What follows belongs to an exercise in optimizing a design on an open flow for small area; a production flow would make more cautious choices.
At most, simulation tests tie the RTL to the original design; equivalence was not proved.
Only the layout flow was run in runs 5 and 6; the RTL was not checked for function there.
Power and IR drop assume default switching activity.

`flow/config.mk`:
```
export PLATFORM = sky130hd
export DESIGN_NAME = IExecute
export DESIGN_NICKNAME = IExecute
export VERILOG_FILES = /design/flow/design.v
export SDC_FILE = /design/flow/constraint.sdc
export NUM_CORES = 4
export LEC_CHECK = 0
export CAP_MARGIN = 10
export CORE_MARGIN = 2
export CORE_UTILIZATION = 45
export SLEW_MARGIN = 10
export SYNTH_HIERARCHICAL = 1
export SYNTH_MINIMUM_KEEP_SIZE = 0
```
`flow/constraint.sdc`:
```
create_clock -name core_clock -period 12.0 [get_ports {i_clk}]
set_input_delay 2.4000 -clock core_clock [delete_from_list [all_inputs] [get_ports {i_clk}]]
set_output_delay 2.4000 -clock core_clock [all_outputs]
set_load 0.01 [all_outputs]
```
`flow/design.v`:
```
`timescale 1ns / 1ps
module ex_aoi222 (input a1, a2, b1, b2, c1, c2, output y);
   assign y = ~((a1 & a2) | (b1 & b2) | (c1 & c2));
endmodule
module ex_aoi21 (input a1, a2, b1, output y);
   assign y = ~((a1 & a2) | b1);
endmodule
module ex_xor2 (input a, b, output y);
   assign y = a ^ b;
endmodule
module ex_xnor2 (input a, b, output y);
   assign y = ~(a ^ b);
endmodule
module ex_nor2 (input a, b, output y);
   assign y = ~(a | b);
endmodule
module ex_inv (input a, output y);
   assign y = ~a;
endmodule
module ex_nand2 (input a, b, output y);
   assign y = ~(a & b);
endmodule
module ex_nand3 (input a, b, c, output y);
   assign y = ~(a & b & c);
endmodule
module ex_bsel (input nfb, ext, src, output nb);
   assign nb = ~(src ? ext : ~nfb);
endmodule
module ex_ldh (input d, ld, q, hold, output y);
   assign y = (d & ld) | (q & hold);
endmodule
module ex_aoi22 (input a1, a2, b1, b2, output y);
   assign y = ~((a1 & a2) | (b1 & b2));
endmodule
module ex_nor4 (input a, b, c, d, output y);
   assign y = ~(a | b | c | d);
endmodule
module ex_nand4 (input a, b, c, d, output y);
   assign y = ~(a & b & c & d);
endmodule
module ex_shr (input [31:0] x, input [3:0] s, input [3:0] ns, output [31:0] z);
   wire [31:0] y0, y1, y2;
   genvar i;
   generate for (i = 0; i < 32; i = i + 1) begin : g
      if (i + 1 < 32) begin : f0
         ex_aoi22 u (.a1(x[i]), .a2(ns[0]), .b1(x[i+1]), .b2(s[0]), .y(y0[i]));
      end else begin : z0
         ex_nand2 u (.a(x[i]), .b(ns[0]), .y(y0[i]));
      end
      if (i + 2 < 32) begin : f1
         ex_aoi22 u (.a1(y0[i]), .a2(ns[1]), .b1(y0[i+2]), .b2(s[1]), .y(y1[i]));
      end else begin : z1
         ex_nor2 u (.a(y0[i]), .b(s[1]), .y(y1[i]));
      end
      if (i + 4 < 32) begin : f2
         ex_aoi22 u (.a1(y1[i]), .a2(ns[2]), .b1(y1[i+4]), .b2(s[2]), .y(y2[i]));
      end else begin : z2
         ex_nand2 u (.a(y1[i]), .b(ns[2]), .y(y2[i]));
      end
      if (i + 8 < 32) begin : f3
         ex_aoi22 u (.a1(y2[i]), .a2(ns[3]), .b1(y2[i+8]), .b2(s[3]), .y(z[i]));
      end else begin : z3
         ex_nor2 u (.a(y2[i]), .b(s[3]), .y(z[i]));
      end
   end endgenerate
endmodule
module IExecute #(
   parameter N_BITS = 32,
   parameter N_BITS_REG = 5,
   parameter N_OPCODE = 6
)
(  input i_clk, i_reset,
   input  i_exec_mode,
   input  i_step,
   input [1:0] i_aluOP,
   input i_aluSrc,
   input [N_BITS-1:0] i_datoLeido1,
   input [N_BITS-1:0] i_datoLeido2,
   input [N_BITS-1:0] i_datoExtSigno,
   input [N_BITS-1:0] i_instruccion,
   input [N_BITS_REG-1:0] i_rt_id,
   input [N_BITS_REG-1:0] i_rd_id,
   input [N_BITS_REG-1:0] i_rt_OR_rd,
   input [N_BITS_REG-1:0] i_rd_EX_MEM,
   input [N_BITS_REG-1:0] i_rd_MEM_WB,
   input [N_BITS_REG-1:0] i_rs_id,
   input [N_BITS-1:0] i_wbData,
   input [N_BITS-1:0] i_memData,
   input i_memToReg,
   input i_regWrite_EX_MEM,
   input i_regWrite_MEM_WB,
   input [1:0] i_branch,
   input i_memWrite,
   input [1:0]i_memRead,
   input i_regWrite,
   input i_halt,
   output reg [N_BITS-1:0] o_instruccion,
   output reg  o_ceroSignal,
   output reg  [N_BITS-1:0] o_aluResult,
   output reg [N_BITS-1:0] o_datoLeido2,
   output reg [N_BITS_REG-1:0] o_rd_data,
   output reg [N_BITS_REG-1:0] o_rt_OR_rd,
   output reg o_memToReg,
   output reg [1:0] o_branch,
   output reg o_memWrite,
   output reg o_memRead,
   output reg o_regWrite,
   output reg o_halt
);
   genvar i;
   wire en   = ~i_exec_mode | i_step;
   wire ld   = en & ~i_reset;
   wire hold = ~en & ~i_reset;
   wire nld  = ~ld;
   wire exA = i_regWrite_EX_MEM & (|i_rd_EX_MEM) & (i_rd_EX_MEM == i_rs_id);
   wire wbA = i_regWrite_MEM_WB & (|i_rd_MEM_WB) & (i_rd_MEM_WB == i_rs_id) & ~exA;
   wire exB = i_regWrite_EX_MEM & (|i_rd_EX_MEM) & (i_rd_EX_MEM == i_rt_id);
   wire wbB = i_regWrite_MEM_WB & (|i_rd_MEM_WB) & (i_rd_MEM_WB == i_rt_id) & ~exB;
   wire rfA = ~exA & ~wbA;
   wire exBg = exB & ld;
   wire wbBg = wbB & ld;
   wire rfBg = ~exB & ~wbB & ld;
   wire [5:0] op = i_instruccion[31:26];
   wire [5:0] fn = i_instruccion[5:0];
   wire o00 = (i_aluOP == 2'b00);
   wire o10 = (i_aluOP == 2'b10);
   wire o11 = (i_aluOP == 2'b11);
   wire d_add8  = o00 & (op == 6'b100000 | op == 6'b100100);
   wire d_add16 = o00 & (op == 6'b100001 | op == 6'b100011 | op == 6'b100101);
   wire d_add   = (o00 & op == 6'b100111) | (o10 & (fn == 6'b100001 | fn == 6'b000000)) |
                  (o11 & op == 6'b001000);
   wire d_and   = (o00 & (op == 6'b101000 | op == 6'b101001 | op == 6'b101011)) |
                  (o10 & fn == 6'b100100) | (o11 & op == 6'b001100);
   wire d_or    = (o10 & fn == 6'b100101) | (o11 & op == 6'b001101);
   wire d_nor   = (o10 & fn == 6'b100111);
   wire d_xor   = (o10 & fn == 6'b100110) | (o11 & op == 6'b001110);
   wire d_srA   = (o10 & fn == 6'b000011);                         
   wire d_sl    = (o10 & fn == 6'b000100);                         
   wire d_srB   = (o10 & (fn == 6'b000110 | fn == 6'b000111));     
   wire d_sub   = (o10 & (fn == 6'b100011 | fn == 6'b100010));
   wire d_slt   = (o10 & fn == 6'b101010) | (o11 & op == 6'b001010);
   wire d_lui   = (o11 & op == 6'b001111);                         
   wire inv = d_sub | d_slt;
   wire [31:0] nA, nFB, nB, nBx;
   generate for (i = 0; i < 32; i = i + 1) begin : g_opnd
      ex_aoi222 u_a (.a1(exA), .a2(i_memData[i]), .b1(wbA), .b2(i_wbData[i]),
                     .c1(rfA), .c2(i_datoLeido1[i]), .y(nA[i]));
      ex_aoi222 u_b (.a1(exBg), .a2(i_memData[i]), .b1(wbBg), .b2(i_wbData[i]),
                     .c1(rfBg), .c2(i_datoLeido2[i]), .y(nFB[i]));
      ex_bsel   u_s (.nfb(nFB[i]), .ext(i_datoExtSigno[i]), .src(i_aluSrc), .nb(nB[i]));
      ex_xor2   u_x (.a(nB[i]), .b(inv), .y(nBx[i]));
   end endgenerate
   wire [32:0] cc;
   wire [31:0] s, p, g, nt;
   assign cc[0] = inv;
   generate for (i = 0; i < 32; i = i + 1) begin : g_add
      ex_xor2 u_p (.a(nA[i]), .b(nBx[i]), .y(p[i]));
      ex_nor2 u_g (.a(nA[i]), .b(nBx[i]), .y(g[i]));
      ex_nor2 u_t (.a(p[i]), .b(g[i]), .y(nt[i]));
      if (i % 2 == 0) begin : g_e
         ex_aoi21 u_c (.a1(p[i]), .a2(cc[i]), .b1(g[i]), .y(cc[i+1]));
         ex_xor2  u_s (.a(p[i]), .b(cc[i]), .y(s[i]));
      end else begin : g_o
         wire ng;
         ex_inv   u_n (.a(g[i]), .y(ng));
         ex_aoi21 u_c (.a1(ng), .a2(cc[i]), .b1(nt[i]), .y(cc[i+1]));
         ex_xnor2 u_s (.a(p[i]), .b(cc[i]), .y(s[i]));
      end
   end endgenerate
   wire lt = ~cc[32];    
   wire [31:0] X, Z;    
   wire d_log = d_and | d_or;
   wire selA = d_srA | d_log;
   wire selB = ~d_srA & (d_srB | d_log);
   wire selR = ~d_srA & ~d_srB & ~d_log;
   generate for (i = 0; i < 32; i = i + 1) begin : g_shin
      ex_aoi222 u_x (.a1(selA), .a2(nA[i]), .b1(selB), .b2(nB[i]),
                     .c1(selR), .c2(nB[31-i]), .y(X[i]));
   end endgenerate
   wire [31:0] Av = ~nA;
   wire [31:0] Bv = ~nB;
   wire [4:0]  amt = d_srA ? Bv[4:0] : d_lui ? 5'd16 : d_log ? 5'd0 : Av[4:0];
   wire        big = d_srA ? (|Bv[31:5]) : (~d_lui & ~d_log & (|Av[31:5]));
   ex_shr u_shr (.x(X), .s(amt[3:0]), .ns(~amt[3:0]), .z(Z));
   wire g_s8  = ld & (d_add8 | d_add16 | d_add | d_sub);
   wire g_s16 = ld & (d_add16 | d_add | d_sub);
   wire g_s32 = ld & (d_add | d_sub);
   wire g_t01 = ld & (d_or | d_xor);
   wire g_t00 = ld & d_nor;
   wire g_sr  = ld & (d_srA | d_srB | d_log) & ~big;
   wire g_sl  = ld & (d_sl & ~big | d_lui);
   wire g_srL = g_sr & ~amt[4];
   wire g_srH = g_sr & amt[4];
   wire g_slL = g_sl & ~amt[4];
   wire g_slH = g_sl & amt[4];
   wire nlt   = ~(ld & d_slt & lt);
   wire [31:0] rn;
   generate for (i = 0; i < 32; i = i + 1) begin : g_res
      wire ms = (i < 8) ? g_s8 : (i < 16) ? g_s16 : g_s32;
      wire m1, m2, m3;
      ex_aoi222 u_m1 (.a1(s[i]), .a2(ms), .b1(p[i]), .b2(g_t01), .c1(nt[i]), .c2(g_t00), .y(m1));
      if (i < 16) begin : g_lo
         ex_aoi222 u_m2 (.a1(Z[i]), .a2(g_srL), .b1(Z[i+16]), .b2(g_srH), .c1(Z[31-i]), .c2(g_slL), .y(m2));
      end else begin : g_hi
         ex_aoi222 u_m2 (.a1(Z[i]), .a2(g_srL), .b1(Z[31-i]), .b2(g_slL), .c1(Z[47-i]), .c2(g_slH), .y(m2));
      end
      ex_nand2 u_h (.a(o_aluResult[i]), .b(hold), .y(m3));
      if (i == 0) begin : g_b0
         ex_nand4 u_r (.a(m1), .b(m2), .c(m3), .d(nlt), .y(rn[i]));
      end else begin : g_bn
         ex_nand3 u_r (.a(m1), .b(m2), .c(m3), .y(rn[i]));
      end
   end endgenerate
   wire [31:0] d2n, insn;
   wire [4:0] rdn, rtrdn;
   wire [1:0] brn;
   wire m2rn, mwn, mrn, rwn, hn;
   generate for (i = 0; i < 32; i = i + 1) begin : g_reg32
      wire hq;
      ex_nand2 u_dh (.a(o_datoLeido2[i]), .b(hold), .y(hq));
      ex_nand2 u_d2 (.a(nFB[i]), .b(hq), .y(d2n[i]));
      ex_ldh  u_in (.d(i_instruccion[i]), .ld(ld), .q(o_instruccion[i]), .hold(nld), .y(insn[i]));
   end endgenerate
   generate for (i = 0; i < 5; i = i + 1) begin : g_reg5
      ex_ldh u_rd (.d(i_rd_id[i]), .ld(ld), .q(o_rd_data[i]), .hold(hold), .y(rdn[i]));
      ex_ldh u_rr (.d(i_rt_OR_rd[i]), .ld(ld), .q(o_rt_OR_rd[i]), .hold(hold), .y(rtrdn[i]));
   end endgenerate
   generate for (i = 0; i < 2; i = i + 1) begin : g_reg2
      ex_ldh u_br (.d(i_branch[i]), .ld(ld), .q(o_branch[i]), .hold(hold), .y(brn[i]));
   end endgenerate
   ex_ldh u_m2r (.d(i_memToReg),  .ld(ld), .q(o_memToReg), .hold(hold), .y(m2rn));
   ex_ldh u_mw  (.d(i_memWrite),  .ld(ld), .q(o_memWrite), .hold(hold), .y(mwn));
   ex_ldh u_mr  (.d(i_memRead[0]), .ld(ld), .q(o_memRead), .hold(hold), .y(mrn));
   ex_ldh u_rw  (.d(i_regWrite),  .ld(ld), .q(o_regWrite), .hold(hold), .y(rwn));
   ex_ldh u_hl  (.d(i_halt),      .ld(ld), .q(o_halt),     .hold(nld),  .y(hn));
   wire z_lo = ld & ~(|rn[23:0]);
   wire z_a, z_b, z_c, z_n, z_h;
   ex_nor4  u_za (.a(rn[24]), .b(rn[25]), .c(rn[26]), .d(rn[27]), .y(z_a));
   ex_nor2  u_zb (.a(rn[28]), .b(rn[29]), .y(z_b));
   ex_nor2  u_zc (.a(rn[30]), .b(rn[31]), .y(z_c));
   ex_nand4 u_zn (.a(z_lo), .b(z_a), .c(z_b), .d(z_c), .y(z_n));
   ex_nand2 u_zh (.a(o_ceroSignal), .b(hold), .y(z_h));
   wire zn;
   ex_nand2 u_zo (.a(z_n), .b(z_h), .y(zn));
   always @(posedge i_clk) begin
      o_aluResult   <= rn;
      o_ceroSignal  <= zn;
      o_datoLeido2  <= d2n;
      o_rd_data     <= rdn;
      o_rt_OR_rd    <= rtrdn;
      o_branch      <= brn;
      o_memToReg    <= m2rn;
      o_memWrite    <= mwn;
      o_memRead     <= mrn;
      o_regWrite    <= rwn;
      o_instruccion <= insn;
      o_halt        <= hn;
   end
endmodule
```
`flow/flow/run.sh`:
```
#!/bin/bash
# Layout flow: the standard flow (standard.sh) with two changes:
#  - synthesis is the standard flow's own script (synth_recipe.tcl), except that Yosys's
#    abc call uses an area-oriented mapping script (flow/abc_area.script);
#  - buffer_ports inserts buf_1 cells as the port buffers;
#  - clock tree synthesis uses small clock buffers and no dummy loads.
# Each tool's output is in the ORFS logs; make's output is in standard.log.
set -euo pipefail
HERE=$(pwd)
cat > "$HERE/my_synth.tcl" <<EOF
proc abc {args} {
  set i [lsearch -exact \$args -script]
  if {\$i >= 0} { lset args [expr {\$i+1}] $HERE/flow/abc_area.script }
  puts "abc with area script: \$args"
  yosys abc {*}\$args
}
source $HERE/synth_recipe.tcl
EOF
export BUFFER_PORTS_ARGS="-buffer_cell sky130_fd_sc_hd__buf_1"
# CTS as ORFS runs it, with small clock buffers and no dummy balancing loads
export CTS_ARGS="-sink_clustering_enable -repair_clock_nets -dont_use_dummy_load -buf_list {sky130_fd_sc_hd__clkbuf_4 sky130_fd_sc_hd__clkbuf_8}"
bash standard.sh SYNTH_SCRIPT="$HERE/my_synth.tcl" finish > standard.log 2>&1
```
`flow/flow/abc_area.script`:
```
strash; &get -n; &st; &dch; &nf -a; &put
```
`flow/standard.sh`:
```
#!/bin/bash
# synth_recipe.tcl (not shown) runs the flow's synth.tcl, then flattens the netlist and writes it again
# the make line also repeats each setting of config.mk as NAME=value (left out here)
make -C /OpenROAD-flow-scripts/flow DESIGN_CONFIG=/design/flow/config.mk WORK_HOME=/design/flow/orfs CLKGATE_MAP_FILE= SYNTH_SCRIPT=/design/flow/synth_recipe.tcl "${@:-finish}"
```
==> results of run 1 <==
-- power by group through the flow --
stage	Sequential, mW	Combinational, mW	Clock, mW
after floorplan	0.442	0.246	0
after global placement	0.429	0.391	0
after detailed placement	0.429	0.398	0
after CTS	0.422	0.399	0.264
after global routing	0.425	0.448	0.282
final	0.422	0.411	0.258
-- worst reg2reg max path: cells and delay by family, from the launching register on --
family        cells  cell delay, ns
flops             1            0.32
simple gates      7            1.34
-- worst paths after layout --
path	to	slack, ns	depth (start not counted)
worst max register to register	o_ceroSignal$_DFF_P_	10.29	7
worst max-delay path	o_ceroSignal$_DFF_P_	0.88	49
worst min register to register	o_datoLeido2[24]$_DFF_P_	0.44	2
worst min-delay path	o_datoLeido2[24]$_DFF_P_	0.44	2
-- modules after synthesis (local to each module, per instance), a selection --
module | flops+latches | times used
ex_aoi222 | 0 | 160
ex_xor2 | 0 | 80
ex_ldh | 0 | 49
ex_bsel | 0 | 32
ex_xnor2 | 0 | 16
ex_aoi22 | 0 | 113
ex_aoi21 | 0 | 32
ex_nand3 | 0 | 31
ex_nor2 | 0 | 76
ex_nand2 | 0 | 103
-- sequential cells by signal, indices dropped and copies added (netlist names), 2 cells and up --
name / flops
o_branch: 2
o_rt_OR_rd: 5
o_aluResult: 32
o_rd_data: 5
o_datoLeido2: 32
o_instruccion: 32
-- logic make-up after synthesis --
family,count (synthesis)
AOI/OAI and AO/OA,412
xor gates and xnor gates,116
buffers and inverters,17
DFF,114
and+or+nand+nor,342
-- through the flow --
stage	utilization	total power, mW	worst slack [ns]	instances
global route	0.584	1.16	0.0372	1631
floorplan	-	0.689	0.255	1001
global placement	0.568	0.820	0.255	1613
detailed placement	0.568	0.827	0.0720	1613
CTS	0.581	1.09	0.486	1630
finish	0.584	1.09	0.876	1631
-- final cells by class --
class,count,area [um^2]
flip-flops and latches,114,2280
inverters,17,65.1
fillers,1794,7470
repair buffers,384,1570
well taps,229,287
clock buffers,17,234
multi-input cells,870,6050
-- layer usage --
layer  wire [um]  vias to the layer above  track usage
met5           0                        -            0
met4        1700                        0        0.184
met3        2940                       95       0.0685
met2       16500                      655        0.570
met1       13500                     5055        0.409
li1            -                     5031            -
-- what timing repair did --
action / CTS / global route
gates resized for setup: 0 / 13
endpoints found under the hold margin: 0 / 0
endpoints found under the setup margin: 0 / 1
-- cells in the final DEF, fill, tap and decap left out, types with 5 or more instances in the layout --
cell / instances
dfxtp_1: 114
or4_1: 5
nor4_1: 12
nor2_1: 115
nand2_1: 116
xor2_1: 88
clkinv_1: 16
buf_1: 350
a22oi_1: 115
nand4_1: 17
a21oi_1: 59
nand3_1: 38
xnor2_1: 28
nor3_1: 7
a21oi_2: 11
a22o_1: 50
buf_4: 32
clkbuf_8: 17
a222oi_1: 160
==> flow_summary_export.csv, run 1 <==
group,metric,value,unit
sta,worst_pin_slew,1.25,ns
detailed_routing,ant_nets,0,
flow_run,cap_violations,0,
clock_network,cts-root-buf,"clkbuf_8",
worst_hold_path,hp-class,"reg2reg",
placed_design,placed_area,10200,um^2
clock_network,cts_sinks,114,
sta,final_hold_viol_count,0,
clock_network,clk_latency,0.44,ns
critical_path,r2r_start,"o_aluResult[12]$_DFF_P_",
critical_path,slowest_stage,"or4_1",
floorplanning,die_w,139,um
yosys,synth-simple-area-share,0.185,
global_routing,grt.overflow.total,0,
sta,drv_slew,0,
sta,min_period,11.12,ns
critical_path,cpPeakStageDelay,0.59,ns
final_layout,diodes,0,
clock_network,cts_buffers,17,
sta,final.period_utilization,0.927,
power,power_frac_comb,0.377,
status,status,"timing/DRC/antenna clean",
clock_network,cts_hold_buf,0,
floorplanning,die_h,139,um
yosys,synth-async-reset-ratio,0,
critical_path,setup.worst_path.start_class,"primary input",
yosys,netlist_area,8260,um^2
detailed_routing,avgRoutedWirePerCell,21.2,um
global_routing,grt_usage,0.340,
global_routing,grt_max_degree,82,
floorplanning,row_count,49,
detailed_routing,drt_iter0_markers,1986,
power,p_int,684,uW
critical_path,cp.arrival,11.46,ns
power,cellPowerDensity,104,nW/um^2
yosys,synthXorXnorAreaFrac,0.123,
yosys,synthTopCellsByCount,"160 x a222oi_1, 119 x nor2_1, 116 x nand2_1, 115 x a22oi_1, 114 x dfxtp_1",
clock_network,htree_num_levels,4,
yosys,yosys-top-cells-area,"dfxtp_1 28%, a222oi_1 19%, a22oi_1 10%, xor2_1 9.3%, nor2_1 5.4%",
placed_design,hpwlAfterDp,26600,um
floorplanning,initial_utilization,0.460,
critical_path,required,12.34,ns
global_routing,grt_pass1_wl,53200,um
yosys,synth_top_area_cell,"dfxtp_1",
sta,hold_slack,0.442,ns
final_layout,nNetsFinal,1643,
yosys,yosysWarnings,7,
sta,slew_headroom,0.165,
global_routing,antenna_found_initial,0,
sta,finalSetupViolCount,0,
critical_path,path_class,"in2reg",
clock_network,cts_tree,"yes",
critical_path,crit_fanout,5,
sta,setup_tns,0,ns
worst_hold_path,worstHoldStart,"o_datoLeido2[24]$_DFF_P_",
detailed_routing,via_per_inst,6.64,
clock_network,clk_pin_slew,0.07,ns
placed_design,port-buffer-count,351,
power,swShare,0.373,
yosys,ys_types,35,
placed_design,gp_congestion,0.968,
power,p_leak,3.85,nW
sta,rsz0062_at_grt,"no",
yosys,synth-compound-area-share,0.408,
power,switchingPower,407,uW
yosys,synth-edff-count,0,
critical_path,crit_buf_inv,1,
floorplanning,die_area,19400,um^2
critical_path,startpoint,"i_rd_MEM_WB[1]",
detailed_routing,first_pass_iters,14,
power,seq_power_share,0.387,
detailed_routing,route.detailed.drc,0,
yosys,synth_top_area_frac,0.276,
yosys,synth-adder-area-share,0,
critical_path,crit_path_frequent_cell,"a21oi_1",
clock_network,postCtsSetupBuffers,0,
yosys,yosysMostFrequentCell,"a222oi_1",
global_routing,grt_pass1_vias,9948,
yosys,synth_top_family_by_area,"compound AO/OA/AOI/OAI gates",
yosys,ys_ff_latch,114,
yosys,synth_nets,1240,
final_layout,area_delta_synth_final,27.1,%
final_layout,drive_above_1_share,0.0563,
sta,max_clock_freq,0.0899,GHz
detailed_routing,routed_wl,34600,um
power,p_clk_frac,0.236,
yosys,synth.avg_cell_area,8.25,um^2
power,vdd_drop_max,0.0724,mV
floorplanning,ios,353,
sta,skew,0.0187,ns
yosys,ys.flop_type,"dfxtp_1",
yosys,synthMuxAreaShare,0,
yosys,synth_cells,1001,
floorplanning,core-area,18000,um^2
detailed_routing,via_count,10800,
critical_path,crit_family,"compound AO/OA/AOI/OAI gates",
final_layout,fin_area,10500,um^2
clock_network,clock_path_buffers,2,
yosys,seq_area_frac_synth,0.276,
critical_path,cp-end-kind,"flop",
==> run 2, diff against run 1 <==
--- a/flow/flow/run.sh
+++ b/flow/flow/run.sh
@@ -1,4 +1,4 @@
 #!/bin/bash
-# Layout flow: the standard flow (standard.sh) with two changes:
+# Layout flow: the standard flow (standard.sh) with these changes:
 #  - synthesis is the standard flow's own script (synth_recipe.tcl), except that Yosys's
 #    abc call uses an area-oriented mapping script (flow/abc_area.script);
==> run 2 against run 1 <==
Effect of this change:
- critical path depth did not move
- combinational power is essentially flat
- final area did not move
- hold slack did not move
- fmax unchanged
- clock-buffer cell count is the same
- die area did not move
- sequential share of layout area is the same
- register-to-register slack about the same
- via count unchanged
- largest cell class unchanged
- largest power group unchanged
==> flow_summary_export.csv, run 2 <==
group,metric,value,unit
yosys,synthTopCellsByCount,"160 x a222oi_1, 119 x nor2_1, 116 x nand2_1, 115 x a22oi_1, 114 x dfxtp_1",
critical_path,slowest_stage,"or4_1",
sta,skew,0.0187,ns
yosys,netlist_area,8260,um^2
critical_path,cp-end-kind,"flop",
clock_network,cts_hold_buf,0,
critical_path,path_class,"in2reg",
floorplanning,initial_utilization,0.460,
critical_path,crit_fanout,5,
global_routing,antenna_found_initial,0,
global_routing,grtUsageMet3,0.0685,
flow_run,cap_violations,0,
clock_network,cts_tree,"yes",
global_routing,grt_util_met1,0.409,
sta,setup_tns,0,ns
yosys,ys_types,35,
detailed_routing,first_pass_iters,14,
clock_network,clk_pin_slew,0.07,ns
sta,final.period_utilization,0.927,
power,vdd_drop_max,0.0724,mV
yosys,synth-async-reset-ratio,0,
power,p_leak,3.85,nW
sta,max_clock_freq,0.0899,GHz
global_routing,grt.overflow.total,0,
yosys,synth_top_area_frac,0.276,
yosys,synth_cells,1001,
clock_network,clock_path_buffers,2,
floorplanning,die_area,19400,um^2
floorplanning,core-area,18000,um^2
final_layout,utilization,0.584,
sta,slew_headroom,0.165,
global_routing,grt_pass1_wl,53200,um
sta,rsz0062_at_grt,"no",
yosys,ys.flop_type,"dfxtp_1",
detailed_routing,drt_iter0_markers,1986,
critical_path,crit_path_frequent_cell,"a21oi_1",
floorplanning,die_h,139,um
global_routing,busiest_layer,"met2",
sta,final_hold_viol_count,0,
clock_network,cts_sinks,114,
placed_design,hpwlAfterDp,26600,um
clock_network,htree_num_levels,4,
detailed_routing,routed_wl,34600,um
yosys,seq_area_frac_synth,0.276,
placed_design,gp_congestion,0.968,
critical_path,cp.arrival,11.46,ns
yosys,synth_top_area_cell,"dfxtp_1",
clock_network,postCtsSetupBuffers,0,
sta,hold_slack,0.442,ns
detailed_routing,avgRoutedWirePerCell,21.2,um
sta,min_period,11.12,ns
final_layout,layout_common_cells,"350 x buf_1, 160 x a222oi_1, 116 x nand2_1",
final_layout,fillers,1794,
clock_network,cts_buffers,17,
worst_hold_path,hp-class,"reg2reg",
status,status,"timing/DRC/antenna clean",
yosys,yosysWarnings,7,
final_layout,top_regs,"o_aluResult (32), o_datoLeido2 (32), o_instruccion (32)",
yosys,synth_nets,1240,
yosys,yosys-top-cells-area,"dfxtp_1 28%, a222oi_1 19%, a22oi_1 10%, xor2_1 9.3%, nor2_1 5.4%",
floorplanning,die_w,139,um
final_layout,final_common_cell,"buf_1",
detailed_routing,via_per_inst,6.64,
placed_design,port-buffer-count,351,
clock_network,clk_latency,0.44,ns
final_layout,diodes,0,
critical_path,setup.worst_path.start_class,"primary input",
final_layout,area_delta_synth_final,27.1,%
yosys,synth-edff-count,0,
detailed_routing,ant_nets,0,
global_routing,grt_pass1_vias,9948,
power,cellPowerDensity,104,nW/um^2
critical_path,cpPeakStageDelay,0.59,ns
yosys,yosysMostFrequentCell,"a222oi_1",
detailed_routing,route.detailed.drc,0,
yosys,synth.avg_cell_area,8.25,um^2
global_routing,grtUsageMet2,0.570,
sta,finalSetupViolCount,0,
floorplanning,ios,353,
sta,worst_pin_slew,1.25,ns
final_layout,drive_above_1_share,0.0563,
sta,drv_slew,0,
global_routing,grt_max_degree,82,
final_layout,nNetsFinal,1643,
floorplanning,row_count,49,
critical_path,required,12.34,ns
clock_network,cts-root-buf,"clkbuf_8",
detailed_routing,via_count,10800,
global_routing,grt_usage,0.340,
yosys,ys_ff_latch,114,
-- run 2: repair_timing --
action / CTS / global route
resized for setup: 0 / 13
setup endpoints to repair: 0 / 1
hold endpoints to repair: 0 / 0
-- run 2: stage by stage --
step                instances  worst slack [ns]  cell area, um^2  power [mW]
floorplan                1001             0.255             8270       0.689
global placement         1613             0.255            10200       0.820
detailed placement       1613            0.0720            10200       0.827
CTS                      1630             0.486            10400        1.09
global route             1631            0.0372            10500        1.16
finish                   1631             0.876            10500        1.09
-- run 2: modules after synthesis (local to each module, per instance), excerpt --
module	copies in the design	area (um^2)
ex_nand2	103	3.75
ex_nor4	1	6.26
IExecute	1	3190
ex_nand3	31	5.00
ex_ldh	49	8.76
ex_nor2	76	3.75
ex_bsel	32	8.76
-- run 2: kinds of logic (layout without fill, tap and decap cells) --
group	after synthesis	in the layout	share of synthesized area
compound gates	412	412	0.408
buf+inv	17	418	0.00773
simple gates	342	342	0.185
flops	114	114	0.276
xor+xnor	116	116	0.123
-- run 2: routing by layer --
layer	part of all wire	vias to the layer above	routed length, um
li1	-	5031	-
met1	0.39	5055	13500
met2	0.48	655	16500
met3	0.085	95	2940
met4	0.049	0	1700
met5	0	-	0
-- run 2: worst max-delay path: cells and delay by family --
family                    cells  cell delay [ns]
AOI/OAI and AO/OA            34             6.28
and+or+nand+nor              12             2.25
xor gates and xnor gates      2             0.37
buffers and inverters         1             0.17
-- run 2: power by group --
part / total [mW] / internal, mW / switching (mW) / leakage (nW)
sequential: 0.422 / 0.407 / 0.0149 / 0.942
combinational: 0.411 / 0.153 / 0.258 / 2.78
clock: 0.258 / 0.124 / 0.134 / 0.122
total: 1.09 / 0.684 / 0.407 / 3.85
-- run 2: path summary, 6_finish.rpt --
path / depth (start not counted) / start / endpoint / slack (ns)
hold reg to reg: 2 / o_datoLeido2[24]$_DFF_P_ / o_datoLeido2[24]$_DFF_P_ / 0.44
setup reg to reg: 7 / o_aluResult[12]$_DFF_P_ / o_ceroSignal$_DFF_P_ / 10.29
setup / recovery: 49 / i_rd_MEM_WB[1] / o_ceroSignal$_DFF_P_ / 0.88
hold / removal: 2 / o_datoLeido2[24]$_DFF_P_ / o_datoLeido2[24]$_DFF_P_ / 0.44
-- run 2: final cells by class --
cell class / instances / area [um^2] / share of cell area
Timing Repair Buffer: 384 / 1570 / 0.150
Sequential cell: 114 / 2280 / 0.218
Tap cell: 229 / 287 / 0.0273
Inverter: 17 / 65.1 / 0.00620
Clock buffer: 17 / 234 / 0.0223
Multi-Input combinational cell: 870 / 6050 / 0.577
==> run 3, diff against run 2 <==
--- a/flow/config.mk
+++ b/flow/config.mk
@@ -8,5 +8,6 @@
 export CAP_MARGIN = 10
 export CORE_MARGIN = 2
-export CORE_UTILIZATION = 45
+export CORE_UTILIZATION = 50
+export PLACE_DENSITY = 0.7
 export SLEW_MARGIN = 10
 export SYNTH_HIERARCHICAL = 1
==> run 3 against run 2 <==
Effect of this change:
- register-to-register slack got worse by 0.03 ns
- critical path depth unchanged
- sequential power about the same
- fmax decreased by 0.48%
- final cell count decreased by 0.80%
- area after synthesis unchanged
- synthesized cell count unchanged
- hold slack got worse by 0.0022 ns
- power increased by 0.27%
==> flow_summary_export.csv, run 3 <==
group,metric,value,unit
power,p_int,683,uW
yosys,ys.flop_type,"dfxtp_1",
clock_network,cts_hold_buf,0,
yosys,ys_ff_latch,114,
placed_design,placed_area,10200,um^2
clock_network,clk_pin_slew,0.07,ns
critical_path,cpPeakStageDelay,0.58,ns
sta,fin_ws,0.823,ns
placed_design,port-buffer-count,351,
detailed_routing,ant_nets,0,
power,power,1.09,mW
detailed_routing,drt_iter0_markers,1916,
sta,min_period,11.18,ns
sta,setup_tns,0,ns
final_layout,layout_common_cells,"350 x buf_1, 160 x a222oi_1, 116 x nand2_1",
clock_network,cts_tree,"yes",
flow_run,cap_violations,0,
critical_path,cp.arrival,11.51,ns
final_layout,final_common_cell,"buf_1",
floorplanning,die_area,17600,um^2
floorplanning,die_w,133,um
sta,worst_pin_slew,1.18,ns
detailed_routing,first_pass_iters,12,
sta,finalSetupViolCount,0,
yosys,synth_top_area_frac,0.276,
sta,skew,0.0156,ns
yosys,synth-edff-count,0,
clock_network,clock_path_buffers,2,
final_layout,top_regs,"o_aluResult (32), o_datoLeido2 (32), o_instruccion (32)",
global_routing,antenna_found_initial,1,
yosys,ys_types,35,
floorplanning,initial_utilization,0.516,
power,switchingPower,411,uW
detailed_routing,routed_wl,33500,um
sta,max_clock_freq,0.0895,GHz
global_routing,grt_max_degree,66,
yosys,netlist_area,8260,um^2
power,p_leak,3.85,nW
power,cellPowerDensity,104,nW/um^2
final_layout,drive_above_1_share,0.0564,
yosys,yosysWarnings,7,
yosys,yosys-top-cells-area,"dfxtp_1 28%, a222oi_1 19%, a22oi_1 10%, xor2_1 9.3%, nor2_1 5.4%",
yosys,synth_top_area_cell,"dfxtp_1",
floorplanning,ios,353,
placed_design,gp_congestion,0.947,
sta,rsz0062_at_grt,"no",
worst_hold_path,hp-class,"reg2reg",
critical_path,path_class,"in2reg",
floorplanning,core-area,16000,um^2
critical_path,reg2reg_depth,7,
floorplanning,row_count,46,
yosys,synthTopCellsByCount,"160 x a222oi_1, 119 x nor2_1, 116 x nand2_1, 115 x a22oi_1, 114 x dfxtp_1",
power,seq_power_share,0.386,
critical_path,setup.worst_path.start_class,"primary input",
clock_network,cts_sinks,114,
placed_design,hpwlAfterDp,25600,um
critical_path,crit_fanout,3,
critical_path,required,12.34,ns
critical_path,crit_family,"compound AO/OA/AOI/OAI gates",
global_routing,grt_pass1_vias,10100,
critical_path,crit_cells,49,
yosys,synth.avg_cell_area,8.25,um^2
yosys,seq_area_frac_synth,0.276,
power,swShare,0.375,
clock_network,cts_buffers,17,
power,p_clk_frac,0.239,
yosys,synth_cells,1001,
yosys,yosysMostFrequentCell,"a222oi_1",
critical_path,slowest_stage,"or4_1",
clock_network,clk_latency,0.44,ns
detailed_routing,route.detailed.drc,0,
power,power_frac_comb,0.374,
floorplanning,die_h,133,um
clock_network,htree_num_levels,4,
sta,slew_headroom,0.215,
detailed_routing,via_per_inst,6.71,
clock_network,cts-root-buf,"clkbuf_8",
sta,drv_slew,0,
sta,final.period_utilization,0.931,
worst_hold_path,holdPathStages,2,
detailed_routing,via_count,10900,
global_routing,grt.overflow.total,0,
yosys,synth_nets,1240,
final_layout,area_delta_synth_final,26.9,%
final_layout,nNetsFinal,1642,
final_layout,fin_area,10500,um^2
yosys,synth-async-reset-ratio,0,
placed_design,dp_slack,-0.178,ns
status,status,"timing/DRC/antenna clean",
global_routing,grt_pass1_wl,51200,um
sta,final_hold_viol_count,0,
final_layout,fillers,1550,
critical_path,crit_buf_inv,1,
detailed_routing,avgRoutedWirePerCell,20.7,um
global_routing,grt_usage,0.361,
power,vdd_drop_max,0.0801,mV
critical_path,crit_path_frequent_cell,"a21oi_1",
critical_path,cp-end-kind,"flop",
[run 3: cell counts after synthesis]
No cell type changed its count.
[run 3: logic make-up (layout without fill, tap and decap cells)]
kind of cell	count (synthesis)	after routing	share of synthesized area
AOI/OAI and AO/OA	412	412	0.408
and+or+nand+nor	342	342	0.185
xor gates and xnor gates	116	116	0.123
DFF	114	114	0.276
buffers and inverters	17	417	0.00773
other	0	1	0
[run 3: routing by layer]
layer  track usage  share of wire
met4         0.198          0.052
met3        0.0644          0.090
met2         0.622           0.48
met5             0              0
met1         0.424           0.38
[run 3: final timing paths]
kind,from,endpoint,slack [ns]
setup / recovery,i_rd_MEM_WB[3],o_ceroSignal$_DFF_P_,0.82
hold / removal,o_datoLeido2[6]$_DFF_P_,o_datoLeido2[6]$_DFF_P_,0.44
setup reg to reg,o_aluResult[13]$_DFF_P_,o_ceroSignal$_DFF_P_,10.26
hold reg to reg,o_datoLeido2[6]$_DFF_P_,o_datoLeido2[6]$_DFF_P_,0.44
[run 3: final cells by class]
type | instances | area (um^2) | share of cell area
multi-input combinational | 870 | 6060 | 0.578
sequential | 114 | 2280 | 0.218
timing repair buffer | 383 | 1560 | 0.149
tap | 216 | 270 | 0.0258
clock buffer | 17 | 234 | 0.0223
inverter | 17 | 65.1 | 0.00621
antenna | 1 | 2.50 | 0.000239
[run 3: repair_timing]
item                                    4_1_cts  5_1_grt
gates resized for setup                       0       13
endpoints found under the setup margin        0        2
buffers inserted                              0        1
[run 3: power groups by stage]
stage / Clock [mW] / Combinational [mW] / Sequential, mW
floorplan: 0 / 0.246 / 0.442
detailed placement: 0 / 0.393 / 0.429
CTS: 0.267 / 0.394 / 0.422
global route: 0.284 / 0.446 / 0.425
global placement: 0 / 0.385 / 0.429
finish: 0.262 / 0.409 / 0.423
[run 3: worst min-delay path, stage by stage, from the launching register on]
cell     delay, ns
dfxtp_1       0.32
nand2_1       0.05
nand2_1       0.04
[run 3: stage by stage]
stage / hold slack, ns / cells / util
after global routing: 0.451 / 1617 / 0.655
after global placement: 0.427 / 1598 / 0.635
after detailed placement: 0.430 / 1598 / 0.635
after floorplan: 0.472 / 1001 / -
after CTS: 0.443 / 1615 / 0.650
final: 0.440 / 1618 / 0.655
[run 3: Yosys stat by module, one instance, submodules excluded, excerpt]
module / flip-flops and latches / copies in the design / area (um^2) / cells
ex_aoi222: 0 / 160 / 10.0 / 1
ex_bsel: 0 / 32 / 8.76 / 2
ex_inv: 0 / 16 / 3.75 / 1
ex_ldh: 0 / 49 / 8.76 / 1
ex_nand2: 0 / 103 / 3.75 / 1
ex_nand3: 0 / 31 / 5.00 / 1
ex_nand4: 0 / 2 / 6.26 / 1
ex_xnor2: 0 / 16 / 8.76 / 1
==> run 4, diff against run 3 <==
==> flow/flow/abc_area.script (replaced) <==
strash; &get -n; &st; &dch; &nf -a; &put; &get -n; &st; &dch; &nf -a; &put
--- a/flow/config.mk
+++ b/flow/config.mk
@@ -8,6 +8,5 @@
 export CAP_MARGIN = 10
 export CORE_MARGIN = 2
-export CORE_UTILIZATION = 50
-export PLACE_DENSITY = 0.7
+export CORE_UTILIZATION = 45
 export SLEW_MARGIN = 10
 export SYNTH_HIERARCHICAL = 1
==> run 4 against run 3 <==
Effect of this change:
- core utilization decreased by 7.3 points
- fmax up 1.2%
- power down 0.39%
- critical endpoint unchanged
- largest power group unchanged
==> flow_summary_export.csv, run 4 <==
group,metric,value,unit
status,status,"timing/DRC/antenna clean",
power,vdd_drop_max,0.0833,mV
power,cellPowerDensity,105,nW/um^2
detailed_routing,via_per_inst,6.44,
clock_network,postCtsSetupBuffers,0,
sta,final_hold_viol_count,0,
critical_path,cp-end-kind,"flop",
floorplanning,row_count,49,
final_layout,top_regs,"o_aluResult (32), o_datoLeido2 (32), o_instruccion (32)",
power,power,1.09,mW
placed_design,placed_area,10100,um^2
global_routing,grt.overflow.total,0,
power,power_frac_comb,0.370,
final_layout,layout_common_cells,"350 x buf_1, 160 x a222oi_1, 119 x nor2_1",
clock_network,cts_sinks,114,
power,p_int,682,uW
power,switchingPower,407,uW
critical_path,r2r_start,"o_aluResult[12]$_DFF_P_",
power,swShare,0.374,
global_routing,grt_usage,0.329,
final_layout,layoutNonFillerInstCount,1628,
critical_path,startpoint,"i_rd_EX_MEM[1]",
yosys,synth-edff-count,0,
yosys,yosys-top-cells-area,"dfxtp_1 28%, a222oi_1 20%, a22oi_1 11%, xor2_1 9.4%, nor2_1 5.7%",
sta,fin_ws,0.957,ns
floorplanning,die_area,19300,um^2
clock_network,htree_num_levels,4,
clock_network,cts-resized-gates,0,
placed_design,placedCellCount,1611,
worst_hold_path,worstHoldStart,"o_datoLeido2[6]$_DFF_P_",
sta,slew_headroom,0.165,
floorplanning,core-area,17900,um^2
critical_path,setup.worst_path.start_class,"primary input",
placed_design,gp_congestion,0.936,
final_layout,multi_input_area,5960,um^2
final_layout,drive_above_1_share,0.0565,
critical_path,required,12.40,ns
critical_path,cpPeakStageDelay,0.51,ns
final_layout,diodes,0,
placed_design,port-buffer-count,351,
floorplanning,initial_utilization,0.459,
yosys,synth-async-reset-ratio,0,
clock_network,cts-root-buf,"clkbuf_8",
global_routing,antenna_found_initial,0,
clock_network,clock_path_buffers,2,
yosys,yosysWarnings,7,
power,p_leak,3.83,nW
final_layout,fillers,1859,
global_routing,grt_pass1_wl,51400,um
clock_network,cts_buffers,17,
placed_design,hpwlAfterDp,25700,um
yosys,synth_cells,998,
yosys,seq_area_frac_synth,0.278,
final_layout,fin_area,10400,um^2
flow_run,cap_violations,0,
global_routing,grt_max_degree,57,
critical_path,path_class,"in2reg",
critical_path,crit_fanout,29,
yosys,ys.flop_type,"dfxtp_1",
detailed_routing,first_pass_iters,15,
final_layout,final_common_cell,"buf_1",
critical_path,cp.arrival,11.44,ns
sta,max_clock_freq,0.0906,GHz
yosys,synth.avg_cell_area,8.23,um^2
yosys,synth_top_area_cell,"dfxtp_1",
yosys,netlist_area,8210,um^2
sta,final.period_utilization,0.920,
critical_path,slowest_stage,"or4_1",
detailed_routing,route.detailed.drc,0,
clock_network,clk_latency,0.45,ns
yosys,ys_ff_latch,114,
yosys,synthTopCellsByCount,"160 x a222oi_1, 124 x nor2_1, 115 x a22oi_1, 115 x nand2_1, 114 x dfxtp_1",
sta,drv_slew,0,
final_layout,area_delta_synth_final,26.9,%
floorplanning,ios,353,
sta,min_period,11.04,ns
power,p_clk_frac,0.242,
yosys,ys_types,32,
clock_network,clk_pin_slew,0.08,ns
detailed_routing,routed_wl,33200,um
detailed_routing,avgRoutedWirePerCell,20.4,um
yosys,yosysMostFrequentCell,"a222oi_1",
global_routing,grt_pass1_vias,9685,
yosys,synth_nets,1237,
placed_design,dp_slack,-0.0375,ns
power,seq_power_share,0.388,
yosys,synth_top_area_frac,0.278,
critical_path,crit_path_frequent_cell,"a21oi_1",
final_layout,nNetsFinal,1640,
sta,hold_slack,0.441,ns
detailed_routing,ant_nets,0,
worst_hold_path,holdPathStages,2,
final_layout,register_area,2280,um^2
detailed_routing,drt_iter0_markers,1759,
floorplanning,die_w,139,um
sta,skew,0.0219,ns
sta,finalSetupViolCount,0,
worst_hold_path,hp-class,"reg2reg",
detailed_routing,via_count,10500,
clock_network,cts_hold_buf,0,
clock_network,cts_tree,"yes",
floorplanning,die_h,139,um
critical_path,reg2reg_depth,7,
sta,worst_pin_slew,1.25,ns
run 4: changes by cell type in the layout (fill, tap and decap cells not counted), sizes merged, moves of 3 or more:
cell / delta
o22a: -4
and3: -3
or4: -3
clkinv: +6
nor3: -5
nor2: +5
nand4: +3
run 4: worst max-delay path, delay by kind of cell:
family          cells  cell delay [ns]
buf+inv             2             0.35
compound gates     31             6.01
simple gates       13             2.11
xor+xnor            2             0.57
run 4: area by class of cell:
type | count | area share
multi-input combinational | 861 | 0.572
tap | 229 | 0.0275
timing repair buffer | 384 | 0.150
sequential | 114 | 0.219
clock buffer | 17 | 0.0225
inverter | 23 | 0.00840
run 4: cell families (layout without fill, tap and decap cells):
logic type / count (synthesis) / after routing / share of synthesized area
and+or+nand+nor: 334 / 334 / 0.178
AOI/OAI and AO/OA: 411 / 411 / 0.410
DFF: 114 / 114 / 0.278
xor gates and xnor gates: 116 / 116 / 0.124
buffers and inverters: 23 / 424 / 0.0105
run 4: path summary, 6_finish.rpt:
check                                                to  slack (ns)
worst max-delay path               o_ceroSignal$_DFF_P_        0.96
worst max register to register     o_ceroSignal$_DFF_P_       10.34
worst min-delay path            o_datoLeido2[6]$_DFF_P_        0.44
worst min register to register  o_datoLeido2[6]$_DFF_P_        0.44
run 4: modules after synthesis, one instance, submodules excluded, excerpt:
module,cells,area (um^2),times used,flops+latches
ex_nand3,1,5.00,31,0
ex_bsel,2,8.76,32,0
IExecute,255,3140,1,114
ex_nor4,1,6.26,1,0
ex_ldh,1,8.76,49,0
ex_nand2,1,3.75,103,0
ex_nor2,1,3.75,76,0
ex_xnor2,1,8.76,16,0
ex_aoi222,1,10.0,160,0
run 4: layer usage:
metal | routed length [um] | share of wire | track usage | vias up
li1 | - | - | - | 5001
met1 | 13300 | 0.40 | 0.401 | 4846
met2 | 15800 | 0.48 | 0.555 | 557
met3 | 2470 | 0.074 | 0.0628 | 76
met4 | 1610 | 0.049 | 0.169 | 0
met5 | 0 | 0 | 0 | -
run 4: metrics by stage:
stage               setup TNS [ns]  utilization
finish                           0        0.582
global route               -0.0101        0.582
CTS                              0        0.580
detailed placement         -0.0375        0.567
global placement                 0        0.567
floorplan                        0            -
run 4: power by group through the flow:
stage                     Sequential [mW]  Combinational, mW  Clock, mW
final                               0.423              0.404      0.264
after CTS                           0.422              0.395      0.270
after global routing                0.425              0.443      0.287
after detailed placement            0.429              0.393          0
after global placement              0.430              0.387          0
after floorplan                     0.443              0.246          0
==> run 5, diff against run 4 <==
--- a/flow/design.v
+++ b/flow/design.v
@@ -35,4 +35,13 @@
 module ex_nor4 (input a, b, c, d, output y);
    assign y = ~(a | b | c | d);
+endmodule
+module ex_ao21 (input a1, a2, b1, output y);
+   assign y = (a1 & a2) | b1;
+endmodule
+module ex_oai21 (input a1, a2, b1, output y);
+   assign y = ~((a1 | a2) & b1);
+endmodule
+module ex_and2 (input a, b, output y);
+   assign y = a & b;
 endmodule
 module ex_nand4 (input a, b, c, d, output y);
@@ -151,22 +160,33 @@
       ex_xor2   u_x (.a(nB[i]), .b(inv), .y(nBx[i]));
    end endgenerate
-   wire [32:0] cc;
+   wire [16:0] C;
    wire [31:0] s, p, g, nt;
-   assign cc[0] = inv;
+   assign C[0] = inv;
    generate for (i = 0; i < 32; i = i + 1) begin : g_add
       ex_xor2 u_p (.a(nA[i]), .b(nBx[i]), .y(p[i]));
       ex_nor2 u_g (.a(nA[i]), .b(nBx[i]), .y(g[i]));
       ex_nor2 u_t (.a(p[i]), .b(g[i]), .y(nt[i]));
-      if (i % 2 == 0) begin : g_e
-         ex_aoi21 u_c (.a1(p[i]), .a2(cc[i]), .b1(g[i]), .y(cc[i+1]));
-         ex_xor2  u_s (.a(p[i]), .b(cc[i]), .y(s[i]));
-      end else begin : g_o
-         wire ng;
-         ex_inv   u_n (.a(g[i]), .y(ng));
-         ex_aoi21 u_c (.a1(ng), .a2(cc[i]), .b1(nt[i]), .y(cc[i+1]));
-         ex_xnor2 u_s (.a(p[i]), .b(cc[i]), .y(s[i]));
-      end
-   end endgenerate
-   wire lt = ~cc[32];    
+   end endgenerate
+   generate for (i = 0; i < 32; i = i + 2) begin : g_pair
+      if ((i / 2) % 2 == 0) begin : g_t
+         wire ncj, G, P;
+         ex_aoi21 u_cj (.a1(p[i]), .a2(C[i/2]), .b1(g[i]), .y(ncj));
+         ex_xor2  u_si (.a(p[i]), .b(C[i/2]), .y(s[i]));
+         ex_xnor2 u_sj (.a(p[i+1]), .b(ncj), .y(s[i+1]));
+         ex_ao21  u_G  (.a1(p[i+1]), .a2(g[i]), .b1(g[i+1]), .y(G));
+         ex_and2  u_P  (.a(p[i]), .b(p[i+1]), .y(P));
+         ex_aoi21 u_c  (.a1(P), .a2(C[i/2]), .b1(G), .y(C[i/2+1]));
+      end else begin : g_n
+         wire ng, cj, nG, nP;
+         ex_inv   u_ng (.a(g[i]), .y(ng));
+         ex_aoi21 u_cj (.a1(ng), .a2(C[i/2]), .b1(nt[i]), .y(cj));
+         ex_xnor2 u_si (.a(p[i]), .b(C[i/2]), .y(s[i]));
+         ex_xor2  u_sj (.a(p[i+1]), .b(cj), .y(s[i+1]));
+         ex_aoi21 u_G  (.a1(p[i+1]), .a2(g[i]), .b1(g[i+1]), .y(nG));
+         ex_nand2 u_P  (.a(p[i]), .b(p[i+1]), .y(nP));
+         ex_oai21 u_c  (.a1(nP), .a2(C[i/2]), .b1(nG), .y(C[i/2+1]));
+      end
+   end endgenerate
+   wire lt = ~C[16];    
    wire [31:0] X, Z;    
    wire d_log = d_and | d_or;
--- a/flow/flow/run.sh
+++ b/flow/flow/run.sh
@@ -1,8 +1,9 @@
 #!/bin/bash
-# Layout flow: the standard flow (standard.sh) with these changes:
+# Layout flow: the standard flow (standard.sh) with two changes:
 #  - synthesis is the standard flow's own script (synth_recipe.tcl), except that Yosys's
 #    abc call uses an area-oriented mapping script (flow/abc_area.script);
 #  - buffer_ports inserts buf_1 cells as the port buffers;
-#  - clock tree synthesis uses small clock buffers and no dummy loads.
+#  - clock tree synthesis uses small clock buffers and no dummy loads;
+#  - timing-driven placement does not keep the buffers of its trial repairs.
 # Each tool's output is in the ORFS logs; make's output is in standard.log.
 set -euo pipefail
@@ -18,4 +19,6 @@
 EOF
 export BUFFER_PORTS_ARGS="-buffer_cell sky130_fd_sc_hd__buf_1"
+# timing-driven global placement, without keeping its resizer's buffers
+export GPL_KEEP_OVERFLOW=0
 # CTS as ORFS runs it, with small clock buffers and no dummy balancing loads
 export CTS_ARGS="-sink_clustering_enable -repair_clock_nets -dont_use_dummy_load -buf_list {sky130_fd_sc_hd__clkbuf_4 sky130_fd_sc_hd__clkbuf_8}"
==> flow/flow/abc_area.script (replaced) <==
strash; &get -n; &st; &dch; &nf -a; &put
==> run 5 against run 4 <==
Effect of this change:
- critical endpoint unchanged
- final area is 2.1% higher
- sequential share of layout area is 0.46 points lower
- sequential cell count stayed put
- critical path type unchanged
==> flow_summary_export.csv, run 5 <==
group,metric,value,unit
final_layout,diodes,0,
yosys,ys_types,35,
final_layout,area_delta_synth_final,26.6,%
sta,max_clock_freq,0.0905,GHz
yosys,yosys-top-cells-area,"dfxtp_1 27%, a222oi_1 19%, a22oi_1 10%, xor2_1 9.2%, nand2_1 5.5%",
placed_design,hpwlAfterDp,27000,um
detailed_routing,avgRoutedWirePerCell,21.6,um
critical_path,slowest_stage,"or4_1",
sta,rsz0062_at_grt,"no",
yosys,synthTopCellsByCount,"160 x a222oi_1, 124 x nand2_1, 119 x nor2_1, 115 x a22oi_1, 114 x dfxtp_1",
yosys,synth_top_area_cell,"dfxtp_1",
critical_path,crit_fanout,32,
yosys,seq_area_frac_synth,0.271,
sta,slew_headroom,0.271,
sta,skew,0.0195,ns
sta,min_period,11.05,ns
sta,hold_slack,0.443,ns
yosys,synth_cells,1025,
clock_network,htree_num_levels,4,
clock_network,cts_sinks,114,
power,vdd_drop_max,0.0806,mV
yosys,ys.flop_type,"dfxtp_1",
final_layout,top_regs,"o_aluResult (32), o_datoLeido2 (32), o_instruccion (32)",
global_routing,grt_pass1_vias,10000,
power,p_leak,3.92,nW
detailed_routing,via_per_inst,6.66,
floorplanning,initial_utilization,0.463,
flow_run,cap_violations,0,
floorplanning,ios,353,
sta,final.period_utilization,0.921,
final_layout,drive_above_1_share,0.0418,
clock_network,clk_latency,0.44,ns
global_routing,antenna_found_initial,0,
placed_design,port-buffer-count,351,
sta,drv_slew,0,
floorplanning,die_w,141,um
sta,finalSetupViolCount,0,
critical_path,cp-end-kind,"flop",
yosys,synth-edff-count,0,
clock_network,cts_hold_buf,0,
critical_path,setup.worst_path.start_class,"primary input",
yosys,synth_nets,1264,
critical_path,path_class,"in2reg",
sta,fin_ws,0.948,ns
status,status,"timing/DRC/antenna clean",
power,cellPowerDensity,104,nW/um^2
placed_design,gp_congestion,0.954,
floorplanning,die_h,141,um
final_layout,nNetsFinal,1652,
critical_path,cp.arrival,11.44,ns
yosys,ys_ff_latch,114,
global_routing,grt.overflow.total,0,
sta,worst_pin_slew,1.09,ns
clock_network,clk_pin_slew,0.08,ns
floorplanning,die_area,19800,um^2
yosys,synth.avg_cell_area,8.20,um^2
floorplanning,core-area,18100,um^2
detailed_routing,via_count,10900,
worst_hold_path,hp-class,"reg2reg",
final_layout,layout_common_cells,"350 x buf_1, 160 x a222oi_1, 124 x nand2_1",
global_routing,grt_usage,0.340,
final_layout,utilization,0.587,
detailed_routing,first_pass_iters,14,
global_routing,grt_pass1_wl,53700,um
sta,final_hold_viol_count,0,
clock_network,clock_path_buffers,2,
placed_design,dp_slack,-0.739,ns
critical_path,cpPeakStageDelay,0.65,ns
critical_path,required,12.39,ns
clock_network,cts_buffers,17,
final_layout,fillers,1835,
yosys,yosysMostFrequentCell,"a222oi_1",
clock_network,cts-root-buf,"clkbuf_8",
floorplanning,row_count,49,
yosys,yosysWarnings,7,
yosys,synth-async-reset-ratio,0,
yosys,synth_top_area_frac,0.271,
final_layout,final_common_cell,"buf_1",
clock_network,cts_tree,"yes",
critical_path,crit_path_frequent_cell,"a21oi_1",
global_routing,grt_max_degree,54,
detailed_routing,route.detailed.drc,0,
detailed_routing,drt_iter0_markers,1889,
detailed_routing,routed_wl,35400,um
detailed_routing,ant_nets,0,
yosys,netlist_area,8410,um^2
## run 5: cell count changes in the layout (fill, tap and decap cells not counted), sizes merged, moves of 5 or more
| cell | delta |
|---|---|
| buf | -15 |
| clkinv | -14 |
| a21o | +9 |
| nand2 | +9 |
| o21ai | +9 |
| and2 | +8 |
| nor3 | +5 |
## run 5: final timing paths
check	to	from	slack, ns	cells after the start
hold reg to reg	o_datoLeido2[27]$_DFF_P_	o_datoLeido2[27]$_DFF_P_	0.44	2
setup / recovery	o_ceroSignal$_DFF_P_	i_rd_MEM_WB[2]	0.95	34
setup reg to reg	o_ceroSignal$_DFF_P_	o_aluResult[13]$_DFF_P_	10.29	7
hold / removal	o_datoLeido2[27]$_DFF_P_	o_datoLeido2[27]$_DFF_P_	0.44	2
## run 5: report_power, final
group          internal (mW)  switching (mW)
registers              0.407          0.0150
clock network          0.124           0.142
logic                  0.155           0.266
## run 5: area by class of cell
type | count | area [um^2] | area share
multi-input combinational | 903 | 6220 | 0.585
sequential | 114 | 2280 | 0.214
timing repair buffer | 368 | 1580 | 0.149
tap | 229 | 287 | 0.0269
clock buffer | 17 | 234 | 0.0220
inverter | 9 | 38.8 | 0.00364
## run 5: worst max-delay path: cells and delay by family
family	cells	cell delay [ns]
compound gates	19	5.28
xor+xnor	2	0.61
buf+inv	1	0.18
simple gates	12	2.95
## run 5: cell families (layout without fill, tap and decap cells)
kind of cell / count (synthesis) / in the layout / share of synthesized area
and+or+nand+nor: 358 / 359 / 0.191
xor gates and xnor gates: 116 / 116 / 0.121
AOI/OAI and AO/OA: 428 / 428 / 0.413
buffers and inverters: 9 / 394 / 0.00402
DFF: 114 / 114 / 0.271
## run 5: Yosys stat by module (local to each module, per instance), excerpt
module / copies in the design / cells
IExecute: 1 / 258
ex_nor2: 76 / 1
ex_ldh: 49 / 1
ex_nand3: 31 / 1
ex_aoi222: 160 / 1
ex_inv: 8 / 1
ex_and2: 8 / 1
ex_nand2: 111 / 1
ex_xor2: 80 / 1
ex_xnor2: 16 / 1
## run 5: through the flow
| stage | power [mW] | std cells | instance area, um^2 | TNS [ns] |
|---|---|---|---|---|
| floorplan | 0.699 | 1025 | 8410 | 0 |
| global placement | 0.824 | 1605 | 10000 | -55.56 |
| detailed placement | 0.838 | 1622 | 10400 | -0.866 |
| CTS | 1.10 | 1639 | 10600 | 0 |
| global route | 1.18 | 1640 | 10600 | 0 |
| finish | 1.11 | 1640 | 10600 | 0 |
## run 5: repair_timing
item                                    in CTS  in global routing
endpoints found under the setup margin       1                  1
pin swaps                                    0                  1
setup buffers                                0                  0
resized for setup                            2                  6
cloned                                       0                  1
## run 5: per-layer routing
layer,part of all wire,GRT usage,wire length [um],vias to the layer above
li1,-,-,-,5101
met1,0.39,0.418,13900,5082
met2,0.47,0.574,16800,650
met3,0.089,0.0710,3140,83
met4,0.044,0.156,1550,0
met5,0,0,0,-
==> run 6, diff against run 5 <==
--- a/flow/config.mk
+++ b/flow/config.mk
@@ -8,5 +8,6 @@
 export CAP_MARGIN = 10
 export CORE_MARGIN = 2
-export CORE_UTILIZATION = 45
+export CORE_UTILIZATION = 50
+export PLACE_DENSITY = 0.7
 export SLEW_MARGIN = 10
 export SYNTH_HIERARCHICAL = 1
==> run 6 against run 5 <==
Effect of this change:
- core utilization up 5.5 points
- clock skew down 0.0054 ns
- highest routed layer unchanged
- clock power about the same
- largest power group unchanged
==> flow_summary_export.csv, run 6 <==
group,metric,value,unit
detailed_routing,routed_wl,34900,um
yosys,synth_nets,1264,
yosys,seq_area_frac_synth,0.271,
detailed_routing,via_count,11000,
detailed_routing,drt_iter0_markers,1883,
final_layout,drive_above_1_share,0.0390,
clock_network,cts_sinks,114,
floorplanning,row_count,47,
critical_path,path_class,"in2reg",
floorplanning,die_area,17900,um^2
global_routing,grt_pass1_wl,53100,um
sta,rsz0062_at_grt,"no",
sta,slew_headroom,0.164,
clock_network,cts_buffers,17,
sta,final.period_utilization,0.930,
detailed_routing,via_per_inst,6.77,
clock_network,clk_latency,0.44,ns
sta,final_hold_viol_count,0,
clock_network,cts_hold_buf,0,
yosys,yosysWarnings,7,
global_routing,grt.overflow.total,0,
critical_path,setup.worst_path.start_class,"primary input",
yosys,yosys-top-cells-area,"dfxtp_1 27%, a222oi_1 19%, a22oi_1 10%, xor2_1 9.2%, nand2_1 5.5%",
yosys,ys_ff_latch,114,
critical_path,reg2reg_depth,7,
detailed_routing,ant_nets,0,
critical_path,required,12.39,ns
power,vdd_drop_max,0.0882,mV
placed_design,placedCellCount,1613,
power,swShare,0.383,
critical_path,cp-end-kind,"flop",
critical_path,r2r_slack,10.24,ns
yosys,synthTopCellsByCount,"160 x a222oi_1, 124 x nand2_1, 119 x nor2_1, 115 x a22oi_1, 114 x dfxtp_1",
critical_path,timing.rr.end,"o_ceroSignal$_DFF_P_",
yosys,synth_top_area_frac,0.271,
global_routing,grt_max_degree,54,
power,power_frac_comb,0.379,
sta,skew,0.0141,ns
worst_hold_path,hp-class,"reg2reg",
yosys,synth-edff-count,0,
sta,max_clock_freq,0.0896,GHz
clock_network,cts_tree,"yes",
critical_path,slowest_stage,"or4_1",
flow_run,cap_violations,0,
yosys,ys_types,35,
power,seq_power_share,0.380,
yosys,ys.flop_type,"dfxtp_1",
yosys,synth.avg_cell_area,8.20,um^2
critical_path,cpPeakStageDelay,0.66,ns
placed_design,port-buffer-count,351,
power,cellPowerDensity,105,nW/um^2
power,p_clk_frac,0.241,
floorplanning,initial_utilization,0.509,
placed_design,hpwlAfterDp,26300,um
global_routing,grt_usage,0.373,
yosys,synth_top_area_cell,"dfxtp_1",
worst_hold_path,worstHoldStart,"o_datoLeido2[14]$_DFF_P_",
clock_network,cts-root-buf,"clkbuf_8",
sta,setup_tns,0,ns
power,power,1.11,mW
critical_path,crit_fanout,32,
detailed_routing,first_pass_iters,15,
power,switchingPower,425,uW
clock_network,clk_pin_slew,0.07,ns
final_layout,top_regs,"o_aluResult (32), o_datoLeido2 (32), o_instruccion (32)",
final_layout,diodes,0,
floorplanning,die_h,134,um
sta,fin_ws,0.840,ns
final_layout,nNetsFinal,1652,
placed_design,gp_congestion,0.994,
clock_network,clock_path_buffers,2,
clock_network,htree_num_levels,4,
yosys,synth_cells,1025,
critical_path,cp.arrival,11.55,ns
sta,finalSetupViolCount,0,
final_layout,final_common_cell,"buf_1",
sta,worst_pin_slew,1.25,ns
global_routing,antenna_found_initial,0,
final_layout,layout_common_cells,"350 x buf_1, 160 x a222oi_1, 124 x nand2_1",
detailed_routing,avgRoutedWirePerCell,21.4,um
final_layout,layoutNonFillerInstCount,1631,
status,status,"timing/DRC/antenna clean",
floorplanning,ios,353,
sta,drv_slew,0,
critical_path,crit_path_frequent_cell,"a21oi_1",
detailed_routing,route.detailed.drc,0,
power,p_int,686,uW
critical_path,r2r_start,"o_aluResult[15]$_DFF_P_",
power,p_leak,3.92,nW
floorplanning,core-area,16500,um^2
yosys,synth-async-reset-ratio,0,
yosys,yosysMostFrequentCell,"a222oi_1",
worst_hold_path,holdPathEnd,"o_datoLeido2[14]$_DFF_P_",
final_layout,area_delta_synth_final,26.1,%
yosys,netlist_area,8410,um^2
worst_hold_path,holdPathStages,2,
sta,min_period,11.16,ns
global_routing,grt_pass1_vias,10200,
placed_design,dp_slack,-0.395,ns
floorplanning,die_w,134,um
run 6: layer usage:
| metal | vias up | wire [um] | track usage |
|---|---|---|---|
| met2 | 714 | 16100 | 0.615 |
| met3 | 105 | 3500 | 0.0845 |
| met1 | 5134 | 13300 | 0.446 |
| met5 | - | 0 | 0 |
| met4 | 0 | 1940 | 0.218 |
| li1 | 5094 | - | - |
run 6: repair_timing:
item	CTS	global route
endpoints found under the setup margin	0	5
buffers inserted	0	0
gates resized for setup	0	4
run 6: metrics by stage:
step,hold slack [ns],cell area (um^2),utilization
after floorplan,0.472,8410,-
after global placement,0.427,10000,0.605
after detailed placement,0.432,10400,0.627
after CTS,0.446,10600,0.641
after global routing,0.466,10600,0.642
final,0.442,10600,0.642
run 6: worst max-delay path, delay by kind of cell:
family | cells | cell delay [ns]
compound gates | 19 | 5.49
simple gates | 12 | 2.87
buf+inv | 1 | 0.17
xor+xnor | 2 | 0.62
run 6: worst max path at each step:
stage,depth (start not counted),slack [ns],startpoint,endpoint
after global routing,34,0.05,i_rd_MEM_WB[3],o_ceroSignal$_DFF_P_
after detailed placement,34,-0.40,i_step,o_ceroSignal$_DFF_P_
final,34,0.84,i_rd_MEM_WB[3],o_ceroSignal$_DFF_P_
after global placement,31,-3.68,i_rd_EX_MEM[3],o_ceroSignal$_DFF_P_
after floorplan,28,0.02,i_aluOP[0],o_ceroSignal$_DFF_P_
after CTS,34,0.04,i_step,o_ceroSignal$_DFF_P_
run 6: cell type report:
cell class | count | area [um^2]
Tap cell | 220 | 275
Fill cell | 1572 | 5920
Inverter | 9 | 36.3
Timing Repair Buffer | 368 | 1570
Multi-Input combinational cell | 903 | 6210
Sequential cell | 114 | 2280
Clock buffer | 17 | 234
run 6: cell families after synthesis:
family	synth area share
buf+inv	0.00402
compound gates	0.413
flops	0.271
simple gates	0.191
xor+xnor	0.121
run 6: Yosys stat by module (local to each module, per instance), excerpt:
module    copies in the design  cells inside  area (um^2)
ex_oai21                     8             1         5.00
ex_ao21                      8             1         7.51
ex_inv                       8             1         3.75
ex_nand3                    31             1         5.00
ex_aoi21                    32             1         5.00
IExecute                     1           258         3190
ex_nor2                     76             1         3.75
run 6: power groups by stage:
stage                     clock network [mW]  logic (mW)  registers [mW]
after detailed placement                   0       0.408           0.429
after global routing                   0.290       0.459           0.425
after CTS                              0.272       0.410           0.422
after global placement                     0       0.394           0.429
after floorplan                            0       0.257           0.442
final                                  0.268       0.421           0.422

==> what the ideal ports hide <==
The results above use ideal ports. As a check the final layouts listed here were re-extracted and re-timed, cells and wires unchanged. Step 1 (the two cells are an assumption about what drives the block):
set clk [get_ports {i_clk}]
set_driving_cell -lib_cell sky130_fd_sc_hd__clkbuf_16 $clk
set_driving_cell -lib_cell sky130_fd_sc_hd__buf_2 [delete_from_list [all_inputs] $clk]
Step 2 times the ports against the registers' clock, not the clock port: input delays grow and output delays shrink by t, the midpoint of the rising clock arrivals with the driver on. a / b / c = ideal ports / drivers / drivers and shift; a / b = the first two.
run | t (ns) | setup slack, ns | worst slew at a driven data input, ns
run 1 | 0.473 | 0.876 / 0.889 / 0.416 | 0.08
run 2 | 0.473 | 0.876 / 0.889 / 0.416 | 0.08
run 3 | 0.474 | 0.823 / 0.837 / 0.364 | 0.13
run 4 | 0.479 | 0.957 / 0.978 / 0.499 | 0.12
run 5 | 0.475 | 0.948 / 0.952 / 0.477 | 0.07
run 6 | 0.479 | 0.840 / 0.826 / 0.347 | 0.08
After both steps setup and hold are still met in every run listed. For run 6, which loses most, drivers alone change the setup slack by -0.014 ns; drivers and shift together by -0.493 ns.
